From an optimization exercise on the open Yosys and OpenROAD flow, aimed at small area and a short achievable clock period; shortcuts taken in it are not production practice. For this run, only the layout was checked, not whether the RTL still works.

File: flow/config.mk
export PLATFORM = sky130hd
export DESIGN_NAME = MAC
export DESIGN_NICKNAME = MAC
export VERILOG_FILES = /design/flow/design.v
export SDC_FILE = /design/flow/constraint.sdc
export NUM_CORES = 4
export LEC_CHECK = 0
export CAP_MARGIN = 20
export CORE_MARGIN = 2
export CORE_UTILIZATION = 40
export SLEW_MARGIN = 20
export SYNTH_HIERARCHICAL = 1
export SYNTH_MINIMUM_KEEP_SIZE = 0
File: flow/constraint.sdc
create_clock -name core_clock -period 19.0 [get_ports {clk}]
set_input_delay 3.8000 -clock core_clock [delete_from_list [all_inputs] [get_ports {clk}]]
set_output_delay 3.8000 -clock core_clock [all_outputs]
set_load 0.01 [all_outputs]
File: flow/design.v
module FA(A,B,C,sum, carry);
	input A,B,C;
	output sum,carry;
	assign sum = A^B^C;
	assign carry = (A&B) | (B&C) | (C&A);
endmodule
module HA(A,B,sum, carry);
	input A,B;
	output sum,carry;
	assign sum = A^B;
	assign carry = A&B;
endmodule
module MAC(A,B,out,clk,reset);
	input [15:0] A,B;
	input clk,reset;
	output [35:0] out;
	reg [35:0] acc;
	wire [35:0] nxt;
	always @(posedge clk or posedge reset)
	begin
		if(reset)
			acc <= 36'd0;
		else
			acc <= nxt;
	end
	assign out = acc;
	wire [255:0] pp;
	genvar gi;
	generate for (gi = 0; gi < 16; gi = gi + 1) begin : ppg
		assign pp[16*gi+15:16*gi] = A & {16{B[gi]}};
	end endgenerate
	wire [255:0] ppn = ~pp;
	wire [35:0] accn = ~acc;
	wire hs1;
	wire hc2;
	wire fs3;
	wire fc4;
	wire hs5;
	wire hc6;
	wire fs7;
	wire fc8;
	wire fs9;
	wire fc10;
	wire hs11;
	wire hc12;
	wire fs13;
	wire fc14;
	wire fs15;
	wire fc16;
	wire fs17;
	wire fc18;
	wire hs19;
	wire hc20;
	wire fs21;
	wire fc22;
	wire fs23;
	wire fc24;
	wire fs25;
	wire fc26;
	wire fs27;
	wire fc28;
	wire hs29;
	wire hc30;
	wire fs31;
	wire fc32;
	wire fs33;
	wire fc34;
	wire fs35;
	wire fc36;
	wire fs37;
	wire fc38;
	wire fs39;
	wire fc40;
	wire hs41;
	wire hc42;
	wire fs43;
	wire fc44;
	wire fs45;
	wire fc46;
	wire fs47;
	wire fc48;
	wire fs49;
	wire fc50;
	wire fs51;
	wire fc52;
	wire fs53;
	wire fc54;
	wire hs55;
	wire hc56;
	wire fs57;
	wire fc58;
	wire fs59;
	wire fc60;
	wire fs61;
	wire fc62;
	wire fs63;
	wire fc64;
	wire fs65;
	wire fc66;
	wire fs67;
	wire fc68;
	wire fs69;
	wire fc70;
	wire hs71;
	wire hc72;
	wire fs73;
	wire fc74;
	wire fs75;
	wire fc76;
	wire fs77;
	wire fc78;
	wire fs79;
	wire fc80;
	wire fs81;
	wire fc82;
	wire fs83;
	wire fc84;
	wire fs85;
	wire fc86;
	wire fs87;
	wire fc88;
	wire hs89;
	wire hc90;
	wire fs91;
	wire fc92;
	wire fs93;
	wire fc94;
	wire fs95;
	wire fc96;
	wire fs97;
	wire fc98;
	wire fs99;
	wire fc100;
	wire fs101;
	wire fc102;
	wire fs103;
	wire fc104;
	wire fs105;
	wire fc106;
	wire fs107;
	wire fc108;
	wire hs109;
	wire hc110;
	wire fs111;
	wire fc112;
	wire fs113;
	wire fc114;
	wire fs115;
	wire fc116;
	wire fs117;
	wire fc118;
	wire fs119;
	wire fc120;
	wire fs121;
	wire fc122;
	wire fs123;
	wire fc124;
	wire fs125;
	wire fc126;
	wire fs127;
	wire fc128;
	wire fs129;
	wire fc130;
	wire hs131;
	wire hc132;
	wire fs133;
	wire fc134;
	wire fs135;
	wire fc136;
	wire fs137;
	wire fc138;
	wire fs139;
	wire fc140;
	wire fs141;
	wire fc142;
	wire fs143;
	wire fc144;
	wire fs145;
	wire fc146;
	wire fs147;
	wire fc148;
	wire fs149;
	wire fc150;
	wire fs151;
	wire fc152;
	wire fs153;
	wire fc154;
	wire hs155;
	wire hc156;
	wire fs157;
	wire fc158;
	wire fs159;
	wire fc160;
	wire fs161;
	wire fc162;
	wire fs163;
	wire fc164;
	wire fs165;
	wire fc166;
	wire fs167;
	wire fc168;
	wire fs169;
	wire fc170;
	wire fs171;
	wire fc172;
	wire fs173;
	wire fc174;
	wire fs175;
	wire fc176;
	wire fs177;
	wire fc178;
	wire fs179;
	wire fc180;
	wire hs181;
	wire hc182;
	wire fs183;
	wire fc184;
	wire fs185;
	wire fc186;
	wire fs187;
	wire fc188;
	wire fs189;
	wire fc190;
	wire fs191;
	wire fc192;
	wire fs193;
	wire fc194;
	wire fs195;
	wire fc196;
	wire fs197;
	wire fc198;
	wire fs199;
	wire fc200;
	wire fs201;
	wire fc202;
	wire fs203;
	wire fc204;
	wire fs205;
	wire fc206;
	wire fs207;
	wire fc208;
	wire hs209;
	wire hc210;
	wire fs211;
	wire fc212;
	wire fs213;
	wire fc214;
	wire fs215;
	wire fc216;
	wire fs217;
	wire fc218;
	wire fs219;
	wire fc220;
	wire fs221;
	wire fc222;
	wire fs223;
	wire fc224;
	wire fs225;
	wire fc226;
	wire fs227;
	wire fc228;
	wire fs229;
	wire fc230;
	wire fs231;
	wire fc232;
	wire fs233;
	wire fc234;
	wire fs235;
	wire fc236;
	wire fs237;
	wire fc238;
	wire hs239;
	wire hc240;
	wire fs241;
	wire fc242;
	wire fs243;
	wire fc244;
	wire fs245;
	wire fc246;
	wire fs247;
	wire fc248;
	wire fs249;
	wire fc250;
	wire fs251;
	wire fc252;
	wire fs253;
	wire fc254;
	wire fs255;
	wire fc256;
	wire fs257;
	wire fc258;
	wire fs259;
	wire fc260;
	wire fs261;
	wire fc262;
	wire fs263;
	wire fc264;
	wire fs265;
	wire fc266;
	wire fs267;
	wire fc268;
	wire hs269;
	wire hc270;
	wire fs271;
	wire fc272;
	wire fs273;
	wire fc274;
	wire fs275;
	wire fc276;
	wire fs277;
	wire fc278;
	wire fs279;
	wire fc280;
	wire fs281;
	wire fc282;
	wire fs283;
	wire fc284;
	wire fs285;
	wire fc286;
	wire fs287;
	wire fc288;
	wire fs289;
	wire fc290;
	wire fs291;
	wire fc292;
	wire fs293;
	wire fc294;
	wire fs295;
	wire fc296;
	wire fs297;
	wire fc298;
	wire fs299;
	wire fc300;
	wire fs301;
	wire fc302;
	wire fs303;
	wire fc304;
	wire fs305;
	wire fc306;
	wire fs307;
	wire fc308;
	wire fs309;
	wire fc310;
	wire fs311;
	wire fc312;
	wire fs313;
	wire fc314;
	wire fs315;
	wire fc316;
	wire fs317;
	wire fc318;
	wire fs319;
	wire fc320;
	wire fs321;
	wire fc322;
	wire fs323;
	wire fc324;
	wire fs325;
	wire fc326;
	wire fs327;
	wire fc328;
	wire fs329;
	wire fc330;
	wire fs331;
	wire fc332;
	wire fs333;
	wire fc334;
	wire fs335;
	wire fc336;
	wire fs337;
	wire fc338;
	wire fs339;
	wire fc340;
	wire fs341;
	wire fc342;
	wire fs343;
	wire fc344;
	wire fs345;
	wire fc346;
	wire fs347;
	wire fc348;
	wire fs349;
	wire fc350;
	wire fs351;
	wire fc352;
	wire fs353;
	wire fc354;
	wire fs355;
	wire fc356;
	wire fs357;
	wire fc358;
	wire fs359;
	wire fc360;
	wire fs361;
	wire fc362;
	wire fs363;
	wire fc364;
	wire fs365;
	wire fc366;
	wire fs367;
	wire fc368;
	wire fs369;
	wire fc370;
	wire fs371;
	wire fc372;
	wire fs373;
	wire fc374;
	wire fs375;
	wire fc376;
	wire fs377;
	wire fc378;
	wire fs379;
	wire fc380;
	wire fs381;
	wire fc382;
	wire fs383;
	wire fc384;
	wire fs385;
	wire fc386;
	wire fs387;
	wire fc388;
	wire fs389;
	wire fc390;
	wire fs391;
	wire fc392;
	wire fs393;
	wire fc394;
	wire fs395;
	wire fc396;
	wire fs397;
	wire fc398;
	wire fs399;
	wire fc400;
	wire fs401;
	wire fc402;
	wire fs403;
	wire fc404;
	wire fs405;
	wire fc406;
	wire fs407;
	wire fc408;
	wire fs409;
	wire fc410;
	wire fs411;
	wire fc412;
	wire fs413;
	wire fc414;
	wire fs415;
	wire fc416;
	wire fs417;
	wire fc418;
	wire fs419;
	wire fc420;
	wire fs421;
	wire fc422;
	wire fs423;
	wire fc424;
	wire fs425;
	wire fc426;
	wire fs427;
	wire fc428;
	wire fs429;
	wire fc430;
	wire fs431;
	wire fc432;
	wire fs433;
	wire fc434;
	wire fs435;
	wire fc436;
	wire fs437;
	wire fc438;
	wire fs439;
	wire fc440;
	wire fs441;
	wire fc442;
	wire fs443;
	wire fc444;
	wire fs445;
	wire fc446;
	wire fs447;
	wire fc448;
	wire fs449;
	wire fc450;
	wire fs451;
	wire fc452;
	wire fs453;
	wire fc454;
	wire fs455;
	wire fc456;
	wire fs457;
	wire fc458;
	wire fs459;
	wire fc460;
	wire fs461;
	wire fc462;
	wire fs463;
	wire fc464;
	wire fs465;
	wire fc466;
	wire fs467;
	wire fc468;
	wire fs469;
	wire fc470;
	wire fs471;
	wire fc472;
	wire fs473;
	wire fc474;
	wire fs475;
	wire fc476;
	wire fs477;
	wire fc478;
	wire fs479;
	wire fc480;
	wire g0_0;
	wire p0_0;
	wire g0_1;
	wire p0_1;
	wire g0_2;
	wire p0_2;
	wire g0_3;
	wire p0_3;
	wire g0_4;
	wire p0_4;
	wire g0_5;
	wire p0_5;
	wire g0_6;
	wire p0_6;
	wire g0_7;
	wire p0_7;
	wire g0_8;
	wire p0_8;
	wire g0_9;
	wire p0_9;
	wire g0_10;
	wire p0_10;
	wire g0_11;
	wire p0_11;
	wire g0_12;
	wire p0_12;
	wire g0_13;
	wire p0_13;
	wire g0_14;
	wire p0_14;
	wire g0_15;
	wire p0_15;
	wire g0_16;
	wire p0_16;
	wire g0_17;
	wire p0_17;
	wire g0_18;
	wire p0_18;
	wire g0_19;
	wire p0_19;
	wire g0_20;
	wire p0_20;
	wire g0_21;
	wire p0_21;
	wire g0_22;
	wire p0_22;
	wire g0_23;
	wire p0_23;
	wire g0_24;
	wire p0_24;
	wire g0_25;
	wire p0_25;
	wire g0_26;
	wire p0_26;
	wire g0_27;
	wire p0_27;
	wire g0_28;
	wire p0_28;
	wire g0_29;
	wire p0_29;
	wire g0_30;
	wire p0_30;
	wire g0_31;
	wire p0_31;
	wire g0_32;
	wire p0_32;
	wire g0_33;
	wire p0_33;
	wire g0_34;
	wire p0_34;
	wire g0_35;
	wire p0_35;
	wire g0c;
	wire pg481;
	wire pp_482;
	wire pg483;
	wire pp_484;
	wire pg485;
	wire pp_486;
	wire pg487;
	wire pp_488;
	wire pg489;
	wire pp_490;
	wire pg491;
	wire pp_492;
	wire pg493;
	wire pp_494;
	wire pg495;
	wire pp_496;
	wire pg497;
	wire pp_498;
	wire pg499;
	wire pp_500;
	wire pg501;
	wire pp_502;
	wire pg503;
	wire pp_504;
	wire pg505;
	wire pp_506;
	wire pg507;
	wire pp_508;
	wire pg509;
	wire pp_510;
	wire pg511;
	wire pp_512;
	wire pg513;
	wire pp_514;
	wire pg515;
	wire pp_516;
	wire pg517;
	wire pp_518;
	wire pg519;
	wire pp_520;
	wire pg521;
	wire pp_522;
	wire pg523;
	wire pp_524;
	wire pg525;
	wire pp_526;
	wire pg527;
	wire pp_528;
	wire pg529;
	wire pp_530;
	wire pg531;
	wire pp_532;
	wire pg533;
	wire pp_534;
	wire pg535;
	wire pp_536;
	wire pg537;
	wire pp_538;
	wire pg539;
	wire pp_540;
	wire pg541;
	wire pp_542;
	wire pg543;
	wire pp_544;
	wire pg545;
	wire pp_546;
	wire pg547;
	wire pp_548;
	wire pg549;
	wire pp_550;
	wire pg551;
	wire pp_552;
	wire pg553;
	wire pp_554;
	wire pg555;
	wire pp_556;
	wire pg557;
	wire pp_558;
	wire pg559;
	wire pp_560;
	wire pg561;
	wire pp_562;
	wire pg563;
	wire pp_564;
	wire pg565;
	wire pp_566;
	wire pg567;
	wire pp_568;
	wire pg569;
	wire pp_570;
	wire pg571;
	wire pp_572;
	wire pg573;
	wire pp_574;
	wire pg575;
	wire pp_576;
	wire pg577;
	wire pp_578;
	wire pg579;
	wire pp_580;
	wire pg581;
	wire pp_582;
	wire pg583;
	wire pp_584;
	wire pg585;
	wire pp_586;
	wire pg587;
	wire pp_588;
	wire pg589;
	wire pp_590;
	wire pg591;
	wire pp_592;
	wire pg593;
	wire pp_594;
	wire pg595;
	wire pp_596;
	wire pg597;
	wire pp_598;
	wire pg599;
	wire pp_600;
	wire pg601;
	wire pp_602;
	wire pg603;
	wire pp_604;
	wire pg605;
	wire pp_606;
	wire pg607;
	wire pp_608;
	wire pg609;
	wire pp_610;
	wire pg611;
	wire pp_612;
	wire pg613;
	wire pp_614;
	wire pg615;
	wire pp_616;
	wire pg617;
	wire pp_618;
	wire pg619;
	wire pp_620;
	wire pg621;
	wire pp_622;
	wire pg623;
	wire pp_624;
	wire pg625;
	wire pp_626;
	wire pg627;
	wire pp_628;
	wire pg629;
	wire pp_630;
	wire pg631;
	wire pp_632;
	wire pg633;
	wire pp_634;
	wire pg635;
	wire pp_636;
	wire pg637;
	wire pp_638;
	wire pg639;
	wire pp_640;
	wire pg641;
	wire pp_642;
	wire pg643;
	wire pp_644;
	wire pg645;
	wire pp_646;
	wire pg647;
	wire pp_648;
	wire pg649;
	wire pp_650;
	wire pg651;
	wire pp_652;
	wire pg653;
	wire pp_654;
	wire pg655;
	wire pp_656;
	wire [35:0] x, y;
	FA h2(accn[1], ppn[1], 1'b1, hs1, hc2);
	FA f4(accn[2], ppn[2], ppn[17], fs3, fc4);
	FA h6(ppn[32], hc2, 1'b1, hs5, hc6);
	FA f8(accn[3], ppn[3], ppn[18], fs7, fc8);
	FA f10(ppn[33], ppn[48], fc4, fs9, fc10);
	FA h12(fs7, hc6, 1'b1, hs11, hc12);
	FA f14(accn[4], ppn[4], ppn[19], fs13, fc14);
	FA f16(ppn[34], ppn[49], ppn[64], fs15, fc16);
	FA f18(fc8, fs15, fs13, fs17, fc18);
	FA h20(fc10, hc12, 1'b1, hs19, hc20);
	FA f22(accn[5], ppn[5], ppn[20], fs21, fc22);
	FA f24(ppn[35], ppn[50], ppn[65], fs23, fc24);
	FA f26(ppn[80], fc14, fc16, fs25, fc26);
	FA f28(fs23, fs21, fs25, fs27, fc28);
	FA h30(fc18, hc20, 1'b1, hs29, hc30);
	FA f32(accn[6], ppn[6], ppn[21], fs31, fc32);
	FA f34(ppn[36], ppn[51], ppn[66], fs33, fc34);
	FA f36(ppn[81], ppn[96], fc22, fs35, fc36);
	FA f38(fc24, fs33, fs31, fs37, fc38);
	FA f40(fc26, fs35, fs37, fs39, fc40);
	FA h42(fc28, hc30, 1'b1, hs41, hc42);
	FA f44(accn[7], ppn[7], ppn[22], fs43, fc44);
	FA f46(ppn[37], ppn[52], ppn[67], fs45, fc46);
	FA f48(ppn[82], ppn[97], ppn[112], fs47, fc48);
	FA f50(fc32, fc34, fs47, fs49, fc50);
	FA f52(fs45, fs43, fc36, fs51, fc52);
	FA f54(fc38, fs49, fs51, fs53, fc54);
	FA h56(fc40, hc42, 1'b1, hs55, hc56);
	FA f58(accn[8], ppn[8], ppn[23], fs57, fc58);
	FA f60(ppn[38], ppn[53], ppn[68], fs59, fc60);
	FA f62(ppn[83], ppn[98], ppn[113], fs61, fc62);
	FA f64(ppn[128], fc44, fc46, fs63, fc64);
	FA f66(fc48, fs61, fs59, fs65, fc66);
	FA f68(fs57, fs63, fc50, fs67, fc68);
	FA f70(fs65, fc52, fs67, fs69, fc70);
	FA h72(fc54, fs69, 1'b1, hs71, hc72);
	FA f74(accn[9], ppn[9], ppn[24], fs73, fc74);
	FA f76(ppn[39], ppn[54], ppn[69], fs75, fc76);
	FA f78(ppn[84], ppn[99], ppn[114], fs77, fc78);
	FA f80(ppn[129], ppn[144], fc58, fs79, fc80);
	FA f82(fc60, fc62, fs77, fs81, fc82);
	FA f84(fs75, fs73, fc64, fs83, fc84);
	FA f86(fs79, fc66, fs81, fs85, fc86);
	FA f88(fs83, fc68, fs85, fs87, fc88);
	FA h90(fc70, fs87, 1'b1, hs89, hc90);
	FA f92(accn[10], ppn[10], ppn[25], fs91, fc92);
	FA f94(ppn[40], ppn[55], ppn[70], fs93, fc94);
	FA f96(ppn[85], ppn[100], ppn[115], fs95, fc96);
	FA f98(ppn[130], ppn[145], ppn[160], fs97, fc98);
	FA f100(fc74, fc76, fc78, fs99, fc100);
	FA f102(fs97, fs95, fs93, fs101, fc102);
	FA f104(fs91, fc80, fs99, fs103, fc104);
	FA f106(fc82, fs101, fc84, fs105, fc106);
	FA f108(fs103, fc86, fs105, fs107, fc108);
	FA h110(fc88, fs107, 1'b1, hs109, hc110);
	FA f112(accn[11], ppn[11], ppn[26], fs111, fc112);
	FA f114(ppn[41], ppn[56], ppn[71], fs113, fc114);
	FA f116(ppn[86], ppn[101], ppn[116], fs115, fc116);
	FA f118(ppn[131], ppn[146], ppn[161], fs117, fc118);
	FA f120(ppn[176], fc92, fc94, fs119, fc120);
	FA f122(fc96, fc98, fs117, fs121, fc122);
	FA f124(fs115, fs113, fs111, fs123, fc124);
	FA f126(fc100, fs119, fc102, fs125, fc126);
	FA f128(fs123, fs121, fc104, fs127, fc128);
	FA f130(fs125, fc106, fs127, fs129, fc130);
	FA h132(fc108, fs129, 1'b1, hs131, hc132);
	FA f134(accn[12], ppn[12], ppn[27], fs133, fc134);
	FA f136(ppn[42], ppn[57], ppn[72], fs135, fc136);
	FA f138(ppn[87], ppn[102], ppn[117], fs137, fc138);
	FA f140(ppn[132], ppn[147], ppn[162], fs139, fc140);
	FA f142(ppn[177], ppn[192], fc112, fs141, fc142);
	FA f144(fc114, fc116, fc118, fs143, fc144);
	FA f146(fs139, fs137, fs135, fs145, fc146);
	FA f148(fs133, fc120, fs143, fs147, fc148);
	FA f150(fs141, fc122, fc124, fs149, fc150);
	FA f152(fs145, fc126, fs149, fs151, fc152);
	FA f154(fs147, fc128, fs151, fs153, fc154);
	FA h156(fc130, fs153, 1'b1, hs155, hc156);
	FA f158(accn[13], ppn[13], ppn[28], fs157, fc158);
	FA f160(ppn[43], ppn[58], ppn[73], fs159, fc160);
	FA f162(ppn[88], ppn[103], ppn[118], fs161, fc162);
	FA f164(ppn[133], ppn[148], ppn[163], fs163, fc164);
	FA f166(ppn[178], ppn[193], ppn[208], fs165, fc166);
	FA f168(fc134, fc136, fc138, fs167, fc168);
	FA f170(fc140, fs165, fs163, fs169, fc170);
	FA f172(fs161, fs159, fs157, fs171, fc172);
	FA f174(fc142, fc144, fs167, fs173, fc174);
	FA f176(fc146, fs171, fs169, fs175, fc176);
	FA f178(fc148, fc150, fs173, fs177, fc178);
	FA f180(fs175, fc152, fs177, fs179, fc180);
	FA h182(fc154, fs179, 1'b1, hs181, hc182);
	FA f184(accn[14], ppn[14], ppn[29], fs183, fc184);
	FA f186(ppn[44], ppn[59], ppn[74], fs185, fc186);
	FA f188(ppn[89], ppn[104], ppn[119], fs187, fc188);
	FA f190(ppn[134], ppn[149], ppn[164], fs189, fc190);
	FA f192(ppn[179], ppn[194], ppn[209], fs191, fc192);
	FA f194(ppn[224], fc158, fc160, fs193, fc194);
	FA f196(fc162, fc164, fc166, fs195, fc196);
	FA f198(fs191, fs189, fs187, fs197, fc198);
	FA f200(fs185, fs183, fc168, fs199, fc200);
	FA f202(fs195, fs193, fc170, fs201, fc202);
	FA f204(fc172, fs197, fs199, fs203, fc204);
	FA f206(fc174, fs201, fc176, fs205, fc206);
	FA f208(fc178, fs203, fs205, fs207, fc208);
	FA h210(fc180, fs207, 1'b1, hs209, hc210);
	FA f212(accn[15], ppn[15], ppn[30], fs211, fc212);
	FA f214(ppn[45], ppn[60], ppn[75], fs213, fc214);
	FA f216(ppn[90], ppn[105], ppn[120], fs215, fc216);
	FA f218(ppn[135], ppn[150], ppn[165], fs217, fc218);
	FA f220(ppn[180], ppn[195], ppn[210], fs219, fc220);
	FA f222(ppn[225], ppn[240], fc184, fs221, fc222);
	FA f224(fc186, fc188, fc190, fs223, fc224);
	FA f226(fc192, fs219, fs217, fs225, fc226);
	FA f228(fs215, fs213, fs211, fs227, fc228);
	FA f230(fc194, fc196, fs223, fs229, fc230);
	FA f232(fs221, fc198, fs227, fs231, fc232);
	FA f234(fs225, fc200, fc202, fs233, fc234);
	FA f236(fs229, fs231, fc204, fs235, fc236);
	FA f238(fc206, fs233, fs235, fs237, fc238);
	FA h240(fc208, hc210, 1'b1, hs239, hc240);
	FA f242(accn[16], ppn[31], ppn[46], fs241, fc242);
	FA f244(ppn[61], ppn[76], ppn[91], fs243, fc244);
	FA f246(ppn[106], ppn[121], ppn[136], fs245, fc246);
	FA f248(ppn[151], ppn[166], ppn[181], fs247, fc248);
	FA f250(ppn[196], ppn[211], ppn[226], fs249, fc250);
	FA f252(ppn[241], fc212, fc214, fs251, fc252);
	FA f254(fc216, fc218, fc220, fs253, fc254);
	FA f256(fs249, fs247, fs245, fs255, fc256);
	FA f258(fs243, fs241, fc222, fs257, fc258);
	FA f260(fc224, fs253, fs251, fs259, fc260);
	FA f262(fc226, fc228, fs255, fs261, fc262);
	FA f264(fs257, fc230, fs259, fs263, fc264);
	FA f266(fc232, fs261, fc234, fs265, fc266);
	FA f268(fs263, fc236, fs265, fs267, fc268);
	FA h270(fc238, fs267, 1'b1, hs269, hc270);
	FA f272(accn[17], ppn[47], ppn[62], fs271, fc272);
	FA f274(ppn[77], ppn[92], ppn[107], fs273, fc274);
	FA f276(ppn[122], ppn[137], ppn[152], fs275, fc276);
	FA f278(ppn[167], ppn[182], ppn[197], fs277, fc278);
	FA f280(ppn[212], ppn[227], ppn[242], fs279, fc280);
	FA f282(fc242, fc244, fc246, fs281, fc282);
	FA f284(fc248, fc250, fs279, fs283, fc284);
	FA f286(fs277, fs275, fs273, fs285, fc286);
	FA f288(fs271, fc252, fc254, fs287, fc288);
	FA f290(fs281, fc256, fs285, fs289, fc290);
	FA f292(fs283, fc258, fs287, fs291, fc292);
	FA f294(fc260, fc262, fs289, fs293, fc294);
	FA f296(fc264, fs291, fs293, fs295, fc296);
	FA f298(fc266, fs295, fc268, fs297, fc298);
	FA f300(accn[18], ppn[63], ppn[78], fs299, fc300);
	FA f302(ppn[93], ppn[108], ppn[123], fs301, fc302);
	FA f304(ppn[138], ppn[153], ppn[168], fs303, fc304);
	FA f306(ppn[183], ppn[198], ppn[213], fs305, fc306);
	FA f308(ppn[228], ppn[243], fc272, fs307, fc308);
	FA f310(fc274, fc276, fc278, fs309, fc310);
	FA f312(fc280, fs305, fs303, fs311, fc312);
	FA f314(fs301, fs299, fc282, fs313, fc314);
	FA f316(fs309, fs307, fc284, fs315, fc316);
	FA f318(fc286, fs311, fc288, fs317, fc318);
	FA f320(fs313, fs315, fc290, fs319, fc320);
	FA f322(fs317, fc292, fs319, fs321, fc322);
	FA f324(fc294, fs321, fc296, fs323, fc324);
	FA f326(accn[19], ppn[79], ppn[94], fs325, fc326);
	FA f328(ppn[109], ppn[124], ppn[139], fs327, fc328);
	FA f330(ppn[154], ppn[169], ppn[184], fs329, fc330);
	FA f332(ppn[199], ppn[214], ppn[229], fs331, fc332);
	FA f334(ppn[244], fc300, fc302, fs333, fc334);
	FA f336(fc304, fc306, fs331, fs335, fc336);
	FA f338(fs329, fs327, fs325, fs337, fc338);
	FA f340(fc308, fc310, fs333, fs339, fc340);
	FA f342(fc312, fs337, fs335, fs341, fc342);
	FA f344(fc314, fc316, fs339, fs343, fc344);
	FA f346(fs341, fc318, fc320, fs345, fc346);
	FA f348(fs343, fs345, fc322, fs347, fc348);
	FA f350(accn[20], ppn[95], ppn[110], fs349, fc350);
	FA f352(ppn[125], ppn[140], ppn[155], fs351, fc352);
	FA f354(ppn[170], ppn[185], ppn[200], fs353, fc354);
	FA f356(ppn[215], ppn[230], ppn[245], fs355, fc356);
	FA f358(fc326, fc328, fc330, fs357, fc358);
	FA f360(fc332, fs355, fs353, fs359, fc360);
	FA f362(fs351, fs349, fc334, fs361, fc362);
	FA f364(fs357, fc336, fc338, fs363, fc364);
	FA f366(fs359, fs361, fc340, fs365, fc366);
	FA f368(fs363, fc342, fc344, fs367, fc368);
	FA f370(fs365, fc346, fs367, fs369, fc370);
	FA f372(accn[21], ppn[111], ppn[126], fs371, fc372);
	FA f374(ppn[141], ppn[156], ppn[171], fs373, fc374);
	FA f376(ppn[186], ppn[201], ppn[216], fs375, fc376);
	FA f378(ppn[231], ppn[246], fc350, fs377, fc378);
	FA f380(fc352, fc354, fc356, fs379, fc380);
	FA f382(fs375, fs373, fs371, fs381, fc382);
	FA f384(fc358, fs379, fs377, fs383, fc384);
	FA f386(fc360, fs381, fc362, fs385, fc386);
	FA f388(fc364, fs383, fs385, fs387, fc388);
	FA f390(fc366, fc368, fs387, fs389, fc390);
	FA f392(accn[22], ppn[127], ppn[142], fs391, fc392);
	FA f394(ppn[157], ppn[172], ppn[187], fs393, fc394);
	FA f396(ppn[202], ppn[217], ppn[232], fs395, fc396);
	FA f398(ppn[247], fc372, fc374, fs397, fc398);
	FA f400(fc376, fs395, fs393, fs399, fc400);
	FA f402(fs391, fc378, fc380, fs401, fc402);
	FA f404(fs397, fc382, fs399, fs403, fc404);
	FA f406(fs401, fc384, fs403, fs405, fc406);
	FA f408(fc386, fs405, fc388, fs407, fc408);
	FA f410(accn[23], ppn[143], ppn[158], fs409, fc410);
	FA f412(ppn[173], ppn[188], ppn[203], fs411, fc412);
	FA f414(ppn[218], ppn[233], ppn[248], fs413, fc414);
	FA f416(fc392, fc394, fc396, fs415, fc416);
	FA f418(fs413, fs411, fs409, fs417, fc418);
	FA f420(fc398, fs415, fc400, fs419, fc420);
	FA f422(fs417, fc402, fs419, fs421, fc422);
	FA f424(fc404, fs421, fc406, fs423, fc424);
	FA f426(accn[24], ppn[159], ppn[174], fs425, fc426);
	FA f428(ppn[189], ppn[204], ppn[219], fs427, fc428);
	FA f430(ppn[234], ppn[249], fc410, fs429, fc430);
	FA f432(fc412, fc414, fs427, fs431, fc432);
	FA f434(fs425, fc416, fs429, fs433, fc434);
	FA f436(fc418, fs431, fc420, fs435, fc436);
	FA f438(fs433, fc422, fs435, fs437, fc438);
	FA f440(accn[25], ppn[175], ppn[190], fs439, fc440);
	FA f442(ppn[205], ppn[220], ppn[235], fs441, fc442);
	FA f444(ppn[250], fc426, fc428, fs443, fc444);
	FA f446(fs441, fs439, fc430, fs445, fc446);
	FA f448(fs443, fc432, fs445, fs447, fc448);
	FA f450(fc434, fc436, fs447, fs449, fc450);
	FA f452(accn[26], ppn[191], ppn[206], fs451, fc452);
	FA f454(ppn[221], ppn[236], ppn[251], fs453, fc454);
	FA f456(fc440, fc442, fs453, fs455, fc456);
	FA f458(fs451, fc444, fs455, fs457, fc458);
	FA f460(fc446, fs457, fc448, fs459, fc460);
	FA f462(accn[27], ppn[207], ppn[222], fs461, fc462);
	FA f464(ppn[237], ppn[252], fc452, fs463, fc464);
	FA f466(fc454, fs461, fs463, fs465, fc466);
	FA f468(fc456, fs465, fc458, fs467, fc468);
	FA f470(accn[28], ppn[223], ppn[238], fs469, fc470);
	FA f472(ppn[253], fc462, fs469, fs471, fc472);
	FA f474(fc464, fs471, fc466, fs473, fc474);
	FA f476(accn[29], ppn[239], ppn[254], fs475, fc476);
	FA f478(fc470, fs475, fc472, fs477, fc478);
	FA f480(accn[30], ppn[255], fc476, fs479, fc480);
	assign x[0] = accn[0];
	assign y[0] = ppn[0];
	assign x[1] = ppn[16];
	assign y[1] = hs1;
	assign x[2] = fs3;
	assign y[2] = hs5;
	assign x[3] = fs9;
	assign y[3] = hs11;
	assign x[4] = fs17;
	assign y[4] = hs19;
	assign x[5] = fs27;
	assign y[5] = hs29;
	assign x[6] = fs39;
	assign y[6] = hs41;
	assign x[7] = fs53;
	assign y[7] = hs55;
	assign x[8] = hc56;
	assign y[8] = hs71;
	assign x[9] = hc72;
	assign y[9] = hs89;
	assign x[10] = hc90;
	assign y[10] = hs109;
	assign x[11] = hc110;
	assign y[11] = hs131;
	assign x[12] = hc132;
	assign y[12] = hs155;
	assign x[13] = hc156;
	assign y[13] = hs181;
	assign x[14] = hc182;
	assign y[14] = hs209;
	assign x[15] = fs237;
	assign y[15] = hs239;
	assign x[16] = hc240;
	assign y[16] = hs269;
	assign x[17] = hc270;
	assign y[17] = fs297;
	assign x[18] = fs323;
	assign y[18] = fc298;
	assign x[19] = fs347;
	assign y[19] = fc324;
	assign x[20] = fc348;
	assign y[20] = fs369;
	assign x[21] = fc370;
	assign y[21] = fs389;
	assign x[22] = fs407;
	assign y[22] = fc390;
	assign x[23] = fs423;
	assign y[23] = fc408;
	assign x[24] = fs437;
	assign y[24] = fc424;
	assign x[25] = fc438;
	assign y[25] = fs449;
	assign x[26] = fs459;
	assign y[26] = fc450;
	assign x[27] = fs467;
	assign y[27] = fc460;
	assign x[28] = fc468;
	assign y[28] = fs473;
	assign x[29] = fs477;
	assign y[29] = fc474;
	assign x[30] = fs479;
	assign y[30] = fc478;
	assign x[31] = accn[31];
	assign y[31] = fc480;
	assign x[32] = accn[32];
	assign y[32] = 1'b1;
	assign x[33] = accn[33];
	assign y[33] = 1'b1;
	assign x[34] = accn[34];
	assign y[34] = 1'b1;
	assign x[35] = accn[35];
	assign y[35] = 1'b1;
	assign g0_0 = x[0] & y[0];
	assign p0_0 = x[0] ^ y[0];
	assign g0_1 = x[1] & y[1];
	assign p0_1 = x[1] ^ y[1];
	assign g0_2 = x[2] & y[2];
	assign p0_2 = x[2] ^ y[2];
	assign g0_3 = x[3] & y[3];
	assign p0_3 = x[3] ^ y[3];
	assign g0_4 = x[4] & y[4];
	assign p0_4 = x[4] ^ y[4];
	assign g0_5 = x[5] & y[5];
	assign p0_5 = x[5] ^ y[5];
	assign g0_6 = x[6] & y[6];
	assign p0_6 = x[6] ^ y[6];
	assign g0_7 = x[7] & y[7];
	assign p0_7 = x[7] ^ y[7];
	assign g0_8 = x[8] & y[8];
	assign p0_8 = x[8] ^ y[8];
	assign g0_9 = x[9] & y[9];
	assign p0_9 = x[9] ^ y[9];
	assign g0_10 = x[10] & y[10];
	assign p0_10 = x[10] ^ y[10];
	assign g0_11 = x[11] & y[11];
	assign p0_11 = x[11] ^ y[11];
	assign g0_12 = x[12] & y[12];
	assign p0_12 = x[12] ^ y[12];
	assign g0_13 = x[13] & y[13];
	assign p0_13 = x[13] ^ y[13];
	assign g0_14 = x[14] & y[14];
	assign p0_14 = x[14] ^ y[14];
	assign g0_15 = x[15] & y[15];
	assign p0_15 = x[15] ^ y[15];
	assign g0_16 = x[16] & y[16];
	assign p0_16 = x[16] ^ y[16];
	assign g0_17 = x[17] & y[17];
	assign p0_17 = x[17] ^ y[17];
	assign g0_18 = x[18] & y[18];
	assign p0_18 = x[18] ^ y[18];
	assign g0_19 = x[19] & y[19];
	assign p0_19 = x[19] ^ y[19];
	assign g0_20 = x[20] & y[20];
	assign p0_20 = x[20] ^ y[20];
	assign g0_21 = x[21] & y[21];
	assign p0_21 = x[21] ^ y[21];
	assign g0_22 = x[22] & y[22];
	assign p0_22 = x[22] ^ y[22];
	assign g0_23 = x[23] & y[23];
	assign p0_23 = x[23] ^ y[23];
	assign g0_24 = x[24] & y[24];
	assign p0_24 = x[24] ^ y[24];
	assign g0_25 = x[25] & y[25];
	assign p0_25 = x[25] ^ y[25];
	assign g0_26 = x[26] & y[26];
	assign p0_26 = x[26] ^ y[26];
	assign g0_27 = x[27] & y[27];
	assign p0_27 = x[27] ^ y[27];
	assign g0_28 = x[28] & y[28];
	assign p0_28 = x[28] ^ y[28];
	assign g0_29 = x[29] & y[29];
	assign p0_29 = x[29] ^ y[29];
	assign g0_30 = x[30] & y[30];
	assign p0_30 = x[30] ^ y[30];
	assign g0_31 = x[31] & y[31];
	assign p0_31 = x[31] ^ y[31];
	assign g0_32 = x[32] & y[32];
	assign p0_32 = x[32] ^ y[32];
	assign g0_33 = x[33] & y[33];
	assign p0_33 = x[33] ^ y[33];
	assign g0_34 = x[34] & y[34];
	assign p0_34 = x[34] ^ y[34];
	assign g0_35 = x[35] & y[35];
	assign p0_35 = x[35] ^ y[35];
	assign g0c = g0_0 | p0_0;
	assign pg481 = g0_1 | (p0_1 & g0c);
	assign pp_482 = p0_1 & p0_0;
	assign pg483 = g0_3 | (p0_3 & g0_2);
	assign pp_484 = p0_3 & p0_2;
	assign pg485 = g0_5 | (p0_5 & g0_4);
	assign pp_486 = p0_5 & p0_4;
	assign pg487 = g0_7 | (p0_7 & g0_6);
	assign pp_488 = p0_7 & p0_6;
	assign pg489 = g0_9 | (p0_9 & g0_8);
	assign pp_490 = p0_9 & p0_8;
	assign pg491 = g0_11 | (p0_11 & g0_10);
	assign pp_492 = p0_11 & p0_10;
	assign pg493 = g0_13 | (p0_13 & g0_12);
	assign pp_494 = p0_13 & p0_12;
	assign pg495 = g0_15 | (p0_15 & g0_14);
	assign pp_496 = p0_15 & p0_14;
	assign pg497 = g0_17 | (p0_17 & g0_16);
	assign pp_498 = p0_17 & p0_16;
	assign pg499 = g0_19 | (p0_19 & g0_18);
	assign pp_500 = p0_19 & p0_18;
	assign pg501 = g0_21 | (p0_21 & g0_20);
	assign pp_502 = p0_21 & p0_20;
	assign pg503 = g0_23 | (p0_23 & g0_22);
	assign pp_504 = p0_23 & p0_22;
	assign pg505 = g0_25 | (p0_25 & g0_24);
	assign pp_506 = p0_25 & p0_24;
	assign pg507 = g0_27 | (p0_27 & g0_26);
	assign pp_508 = p0_27 & p0_26;
	assign pg509 = g0_29 | (p0_29 & g0_28);
	assign pp_510 = p0_29 & p0_28;
	assign pg511 = g0_31 | (p0_31 & g0_30);
	assign pp_512 = p0_31 & p0_30;
	assign pg513 = g0_33 | (p0_33 & g0_32);
	assign pp_514 = p0_33 & p0_32;
	assign pg515 = g0_35 | (p0_35 & g0_34);
	assign pp_516 = p0_35 & p0_34;
	assign pg517 = g0_2 | (p0_2 & pg481);
	assign pp_518 = p0_2 & pp_482;
	assign pg519 = pg483 | (pp_484 & pg481);
	assign pp_520 = pp_484 & pp_482;
	assign pg521 = g0_6 | (p0_6 & pg485);
	assign pp_522 = p0_6 & pp_486;
	assign pg523 = pg487 | (pp_488 & pg485);
	assign pp_524 = pp_488 & pp_486;
	assign pg525 = g0_10 | (p0_10 & pg489);
	assign pp_526 = p0_10 & pp_490;
	assign pg527 = pg491 | (pp_492 & pg489);
	assign pp_528 = pp_492 & pp_490;
	assign pg529 = g0_14 | (p0_14 & pg493);
	assign pp_530 = p0_14 & pp_494;
	assign pg531 = pg495 | (pp_496 & pg493);
	assign pp_532 = pp_496 & pp_494;
	assign pg533 = g0_18 | (p0_18 & pg497);
	assign pp_534 = p0_18 & pp_498;
	assign pg535 = pg499 | (pp_500 & pg497);
	assign pp_536 = pp_500 & pp_498;
	assign pg537 = g0_22 | (p0_22 & pg501);
	assign pp_538 = p0_22 & pp_502;
	assign pg539 = pg503 | (pp_504 & pg501);
	assign pp_540 = pp_504 & pp_502;
	assign pg541 = g0_26 | (p0_26 & pg505);
	assign pp_542 = p0_26 & pp_506;
	assign pg543 = pg507 | (pp_508 & pg505);
	assign pp_544 = pp_508 & pp_506;
	assign pg545 = g0_30 | (p0_30 & pg509);
	assign pp_546 = p0_30 & pp_510;
	assign pg547 = pg511 | (pp_512 & pg509);
	assign pp_548 = pp_512 & pp_510;
	assign pg549 = g0_34 | (p0_34 & pg513);
	assign pp_550 = p0_34 & pp_514;
	assign pg551 = pg515 | (pp_516 & pg513);
	assign pp_552 = pp_516 & pp_514;
	assign pg553 = g0_4 | (p0_4 & pg519);
	assign pp_554 = p0_4 & pp_520;
	assign pg555 = pg485 | (pp_486 & pg519);
	assign pp_556 = pp_486 & pp_520;
	assign pg557 = pg521 | (pp_522 & pg519);
	assign pp_558 = pp_522 & pp_520;
	assign pg559 = pg523 | (pp_524 & pg519);
	assign pp_560 = pp_524 & pp_520;
	assign pg561 = g0_12 | (p0_12 & pg527);
	assign pp_562 = p0_12 & pp_528;
	assign pg563 = pg493 | (pp_494 & pg527);
	assign pp_564 = pp_494 & pp_528;
	assign pg565 = pg529 | (pp_530 & pg527);
	assign pp_566 = pp_530 & pp_528;
	assign pg567 = pg531 | (pp_532 & pg527);
	assign pp_568 = pp_532 & pp_528;
	assign pg569 = g0_20 | (p0_20 & pg535);
	assign pp_570 = p0_20 & pp_536;
	assign pg571 = pg501 | (pp_502 & pg535);
	assign pp_572 = pp_502 & pp_536;
	assign pg573 = pg537 | (pp_538 & pg535);
	assign pp_574 = pp_538 & pp_536;
	assign pg575 = pg539 | (pp_540 & pg535);
	assign pp_576 = pp_540 & pp_536;
	assign pg577 = g0_28 | (p0_28 & pg543);
	assign pp_578 = p0_28 & pp_544;
	assign pg579 = pg509 | (pp_510 & pg543);
	assign pp_580 = pp_510 & pp_544;
	assign pg581 = pg545 | (pp_546 & pg543);
	assign pp_582 = pp_546 & pp_544;
	assign pg583 = pg547 | (pp_548 & pg543);
	assign pp_584 = pp_548 & pp_544;
	assign pg585 = g0_8 | (p0_8 & pg559);
	assign pp_586 = p0_8 & pp_560;
	assign pg587 = pg489 | (pp_490 & pg559);
	assign pp_588 = pp_490 & pp_560;
	assign pg589 = pg525 | (pp_526 & pg559);
	assign pp_590 = pp_526 & pp_560;
	assign pg591 = pg527 | (pp_528 & pg559);
	assign pp_592 = pp_528 & pp_560;
	assign pg593 = pg561 | (pp_562 & pg559);
	assign pp_594 = pp_562 & pp_560;
	assign pg595 = pg563 | (pp_564 & pg559);
	assign pp_596 = pp_564 & pp_560;
	assign pg597 = pg565 | (pp_566 & pg559);
	assign pp_598 = pp_566 & pp_560;
	assign pg599 = pg567 | (pp_568 & pg559);
	assign pp_600 = pp_568 & pp_560;
	assign pg601 = g0_24 | (p0_24 & pg575);
	assign pp_602 = p0_24 & pp_576;
	assign pg603 = pg505 | (pp_506 & pg575);
	assign pp_604 = pp_506 & pp_576;
	assign pg605 = pg541 | (pp_542 & pg575);
	assign pp_606 = pp_542 & pp_576;
	assign pg607 = pg543 | (pp_544 & pg575);
	assign pp_608 = pp_544 & pp_576;
	assign pg609 = pg577 | (pp_578 & pg575);
	assign pp_610 = pp_578 & pp_576;
	assign pg611 = pg579 | (pp_580 & pg575);
	assign pp_612 = pp_580 & pp_576;
	assign pg613 = pg581 | (pp_582 & pg575);
	assign pp_614 = pp_582 & pp_576;
	assign pg615 = pg583 | (pp_584 & pg575);
	assign pp_616 = pp_584 & pp_576;
	assign pg617 = g0_16 | (p0_16 & pg599);
	assign pp_618 = p0_16 & pp_600;
	assign pg619 = pg497 | (pp_498 & pg599);
	assign pp_620 = pp_498 & pp_600;
	assign pg621 = pg533 | (pp_534 & pg599);
	assign pp_622 = pp_534 & pp_600;
	assign pg623 = pg535 | (pp_536 & pg599);
	assign pp_624 = pp_536 & pp_600;
	assign pg625 = pg569 | (pp_570 & pg599);
	assign pp_626 = pp_570 & pp_600;
	assign pg627 = pg571 | (pp_572 & pg599);
	assign pp_628 = pp_572 & pp_600;
	assign pg629 = pg573 | (pp_574 & pg599);
	assign pp_630 = pp_574 & pp_600;
	assign pg631 = pg575 | (pp_576 & pg599);
	assign pp_632 = pp_576 & pp_600;
	assign pg633 = pg601 | (pp_602 & pg599);
	assign pp_634 = pp_602 & pp_600;
	assign pg635 = pg603 | (pp_604 & pg599);
	assign pp_636 = pp_604 & pp_600;
	assign pg637 = pg605 | (pp_606 & pg599);
	assign pp_638 = pp_606 & pp_600;
	assign pg639 = pg607 | (pp_608 & pg599);
	assign pp_640 = pp_608 & pp_600;
	assign pg641 = pg609 | (pp_610 & pg599);
	assign pp_642 = pp_610 & pp_600;
	assign pg643 = pg611 | (pp_612 & pg599);
	assign pp_644 = pp_612 & pp_600;
	assign pg645 = pg613 | (pp_614 & pg599);
	assign pp_646 = pp_614 & pp_600;
	assign pg647 = pg615 | (pp_616 & pg599);
	assign pp_648 = pp_616 & pp_600;
	assign pg649 = g0_32 | (p0_32 & pg647);
	assign pp_650 = p0_32 & pp_648;
	assign pg651 = pg513 | (pp_514 & pg647);
	assign pp_652 = pp_514 & pp_648;
	assign pg653 = pg549 | (pp_550 & pg647);
	assign pp_654 = pp_550 & pp_648;
	assign pg655 = pg551 | (pp_552 & pg647);
	assign pp_656 = pp_552 & pp_648;
	assign nxt[0] = p0_0;
	assign nxt[1] = ~(p0_1 ^ g0c);
	assign nxt[2] = ~(p0_2 ^ pg481);
	assign nxt[3] = ~(p0_3 ^ pg517);
	assign nxt[4] = ~(p0_4 ^ pg519);
	assign nxt[5] = ~(p0_5 ^ pg553);
	assign nxt[6] = ~(p0_6 ^ pg555);
	assign nxt[7] = ~(p0_7 ^ pg557);
	assign nxt[8] = ~(p0_8 ^ pg559);
	assign nxt[9] = ~(p0_9 ^ pg585);
	assign nxt[10] = ~(p0_10 ^ pg587);
	assign nxt[11] = ~(p0_11 ^ pg589);
	assign nxt[12] = ~(p0_12 ^ pg591);
	assign nxt[13] = ~(p0_13 ^ pg593);
	assign nxt[14] = ~(p0_14 ^ pg595);
	assign nxt[15] = ~(p0_15 ^ pg597);
	assign nxt[16] = ~(p0_16 ^ pg599);
	assign nxt[17] = ~(p0_17 ^ pg617);
	assign nxt[18] = ~(p0_18 ^ pg619);
	assign nxt[19] = ~(p0_19 ^ pg621);
	assign nxt[20] = ~(p0_20 ^ pg623);
	assign nxt[21] = ~(p0_21 ^ pg625);
	assign nxt[22] = ~(p0_22 ^ pg627);
	assign nxt[23] = ~(p0_23 ^ pg629);
	assign nxt[24] = ~(p0_24 ^ pg631);
	assign nxt[25] = ~(p0_25 ^ pg633);
	assign nxt[26] = ~(p0_26 ^ pg635);
	assign nxt[27] = ~(p0_27 ^ pg637);
	assign nxt[28] = ~(p0_28 ^ pg639);
	assign nxt[29] = ~(p0_29 ^ pg641);
	assign nxt[30] = ~(p0_30 ^ pg643);
	assign nxt[31] = ~(p0_31 ^ pg645);
	assign nxt[32] = ~(p0_32 ^ pg647);
	assign nxt[33] = ~(p0_33 ^ pg649);
	assign nxt[34] = ~(p0_34 ^ pg651);
	assign nxt[35] = ~(p0_35 ^ pg653);
endmodule
File: flow/flow/run.sh
#!/bin/bash
# The standard layout (standard synthesis, floorplan, place, CTS, route), with repair_timing
# asked for a larger setup slack than 0 so that it keeps shortening the critical path.
# Each tool's full output is also kept by ORFS under orfs/logs/.
set -euo pipefail
MARGIN=$(cat flow/setup_margin.txt)
bash standard.sh SETUP_SLACK_MARGIN=$MARGIN finish > make_finish.log 2>&1
File: flow/flow/setup_margin.txt
10
File: flow/standard.sh
#!/bin/bash
# synth_recipe.tcl (not shown) runs the flow's synth.tcl, then flattens the netlist and writes it again
# the make line also repeats each setting of config.mk as NAME=value (left out here)
make -C /OpenROAD-flow-scripts/flow DESIGN_CONFIG=/design/flow/config.mk WORK_HOME=/design/flow/orfs CLKGATE_MAP_FILE= SYNTH_SCRIPT=/design/flow/synth_recipe.tcl "${@:-finish}"
==> flow_summary.yaml <==
layout:
  diodes: 0
  drive_gt1_frac: 0.1972
  largest_reg_flops: 36
  top_regs: "acc (36)"
  fin_area_um2: 10280
  final_util: 0.5047
  regMostFlops: "acc"
  final_cell_mix: "250 x nand2_1, 198 x fa_1, 47 x fa_2"
  final_nets: 1172
  synthToLayoutAreaGrowth_pct: 22.76
  final_common_cell: "nand2_1"
drt:
  via_count: 5889
  detail-route-antenna-nets: 0
  first_iter_violations: 377
  routedWlPerCell_um: 20.44
  first_pass_iters: 7
  wirelength_mm: 23.13
  viasPerCell: 5.202
  drc_errors: 0
worst_hold_path:
  holdCritPathClass: "reg2reg"
  min-delay-start: "acc[0]"
clocking:
  clockRootBuffer: "clkbuf_16"
  clkSlewWorstSetupHoldPaths_ps: 60
  cts_max_level: 2
  cts_made_buffers: 5
  cts_tree: "yes"
  ctsHoldBuffers: 0
  cts_sinks: 36
  insertion_delay_ps: 300
  cts_max_path_buffers: 2
sta:
  post-route-period-util: 0.4893
  hold_viol_final: 0
  setup_viol: 0
  maxSlewViolCount: 0
  setup_tns_ps: 0
  clock.fmax_ghz: 0.1076
  rsz0062_at_grt: "yes"
  fin_skew_ps: 10.39
  relSlewSlack: 0.6530
  worst_slew_pin_slew_ps: 520.5
  layout_min_cycle_time_ps: 9297
worst_setup_path:
  critPathMaxFanout: 4
  cp-end-kind: "flip-flop"
  crit_type: "in2reg"
  critical-path-slowest-cell: "fa_1"
  slowest_delay_ps: 570
  cp.arrival_ps: 9510
  critPathMostFrequentCell: "fa_2"
  r2r_start: "acc[13]"
  cp-start-kind: "input port"
  worstSetupStartpoint: "A[1]"
  path_cells: "buf_6 -> buf_8 -> nand2_4 -> fa_2 -> fa_1 -> fa_2 -> fa_1 -> fa_1 -> fa_2 -> fa_2 -> ha_4 -> and3_4 -> a221oi_4 -> o211ai_1 -> a221o_2 -> buf_6 -> a31o_4 -> a31oi_4 -> xor2_1"
  cp.required_ps: 19210
logic_synthesis:
  yosysSeqAreaShare: 0.1076
  ys_warn_count: 7
  avgSynthCellArea_um2: 10.62
  syn_area_um2: 8372
  ys_types: 35
  synth-seq-cells: 36
  syn_inst: 788
grt:
  grt_pass1_vias: 6822
  track_usage: 0.2232
  antenna_found_initial: 0
  grt_max_degree: 37
  grt_overflow: 0
  grt_pass1_wl_mm: 36.92
die:
  rows: 52
  die_x_um: 148.7
  ios: 70
  core_area_um2: 20360
  start_util: 0.4111
  die_h_um: 148.7
  dieArea_um2: 22100
run:
  max-cap-violations: 0
place:
  io_buffers: 69
  hpwl_mm: 17.12
  place_area_um2: 9422
  gp_congestion: 0.8404
outcome:
  status: "timing/DRC/antenna clean"
per-layer routing:
metal / GRT usage / wire length [um] / vias to the layer above
met5: 0 / 0 / -
met4: 0.07857 / 903 / 0
met3: 0.03037 / 1166 / 46
met2: 0.4042 / 12320 / 199
met1: 0.2742 / 8748 / 3138
li1: - / - / 2506
worst paths after layout:
| check | end | slack (ps) | cells after the start |
|---|---|---|---|
| worst max-delay path | acc[30] | 9700 | 19 |
| worst min-delay path | acc[0] | 510 | 1 |
| worst max register to register | acc[30] | 13050 | 17 |
| worst min register to register | acc[0] | 510 | 1 |
| max in group asynchronous | acc[13] | 14700 | 3 |
| min in group asynchronous | acc[32] | 3930 | 3 |
per-module statistics from Yosys, one instance, submodules excluded:
module  cells inside  cell area [um2]
FA                 1            20.02
MAC              548             3567
repair_timing:
item	CTS	global route
pin swaps	31	38
setup endpoints to repair	28	14
gates resized for setup	264	34
setup buffers	32	4
gates cloned	1	0
kinds of logic (layout without fill, tap and decap cells):
family          count (synthesis)  count (layout)  synth area share
compound gates                 45              45           0.04020
xor+xnor                       28              28           0.02929
fa+ha+maj                     277             277            0.6337
buf+inv                       108             167           0.05022
flops                          36              36            0.1076
other cells                     1              16         0.0004479
simple gates                  293             293            0.1385
critical path: cells and delay by family:
family                     cells  cell delay, ps
and+or+nand+nor                2             200
adders and majority gates      8            3530
AOI/OAI and AO/OA              5            1480
buffers and inverters          3             320
xor gates and xnor gates       1             170
synthesized netlist by cell type:
master	instances	area (um2)
o21bai_1	2	15.01
and4b_1	1	10.01
o21ai_0	7	35.03
clkbuf_1	61	229.0
a21o_1	8	60.06
nand2b_1	3	18.77
and3_1	5	31.28
buf_4	4	30.03
xor2_1	12	105.1
o211ai_1	3	22.52
a2111oi_0	1	8.760
a21bo_2	1	10.01
or3_1	1	6.260
a221o_2	1	11.26
and4_1	1	8.760
and2_1	5	31.28
a21oi_1	14	70.07
conb_1	1	3.750
nand2_1	264	991.0
nand3_1	1	5.000
xnor2_1	16	140.1
dfrtp_1	36	900.9
a21boi_0	1	7.510
a221oi_2	1	15.01
ha_1	32	400.4
nor2b_1	4	25.02
a31oi_4	1	21.27
nand4_1	1	6.260
a31oi_1	1	6.260
inv_1	43	161.4
a221o_1	2	20.02
a31o_4	1	17.52
a41oi_2	1	16.27
nor2_1	7	26.28
fa_1	245	4905
area by class of cell:
class | count | area, um2
fill | 1867 | 10090
multi-input combinational | 659 | 7427
timing repair buffer | 116 | 1282
sequential | 36 | 900.9
tap | 270 | 337.8
inverter | 43 | 161.4
clock buffer | 5 | 125.1
clock inverter | 3 | 42.54
through the flow:
step	instances	setup WS [ps]	hold slack, ps
5_1_grt	1132	9610	544.9
3_3_place_gp	1087	8307	492.7
4_1_cts	1128	9682	511.3
6_report	1132	9703	508.3
2_1_floorplan	803	9919	447.7
3_5_place_dp	1087	8185	496.8

==> re-timing with driven ports <==
The results above use ideal ports. As a check the final layout listed here was re-extracted and re-timed, cells and wires unchanged. Step 1 sets driving cells, clkbuf_16 on the clock port and buf_2 on the other inputs (assumed; they add their load-dependent delay and slew). Step 2 times the ports against the registers' clock, not the clock port: input delays grow and output delays shrink by t, the midpoint of the rising clock arrivals with the driver on. Three values: ideal, step 1, step 2; two values: the first two.
t (ns): 0.336
setup slack, ns: 9.703 / 9.701 / 9.365
clock arrival spread, ns: 0.011 / 0.011
pins driven straight from the clock port: 1
After both steps this run still meets setup and hold. The setup slack of this run moves by -0.002 ns with the drivers and by -0.338 ns with both steps.
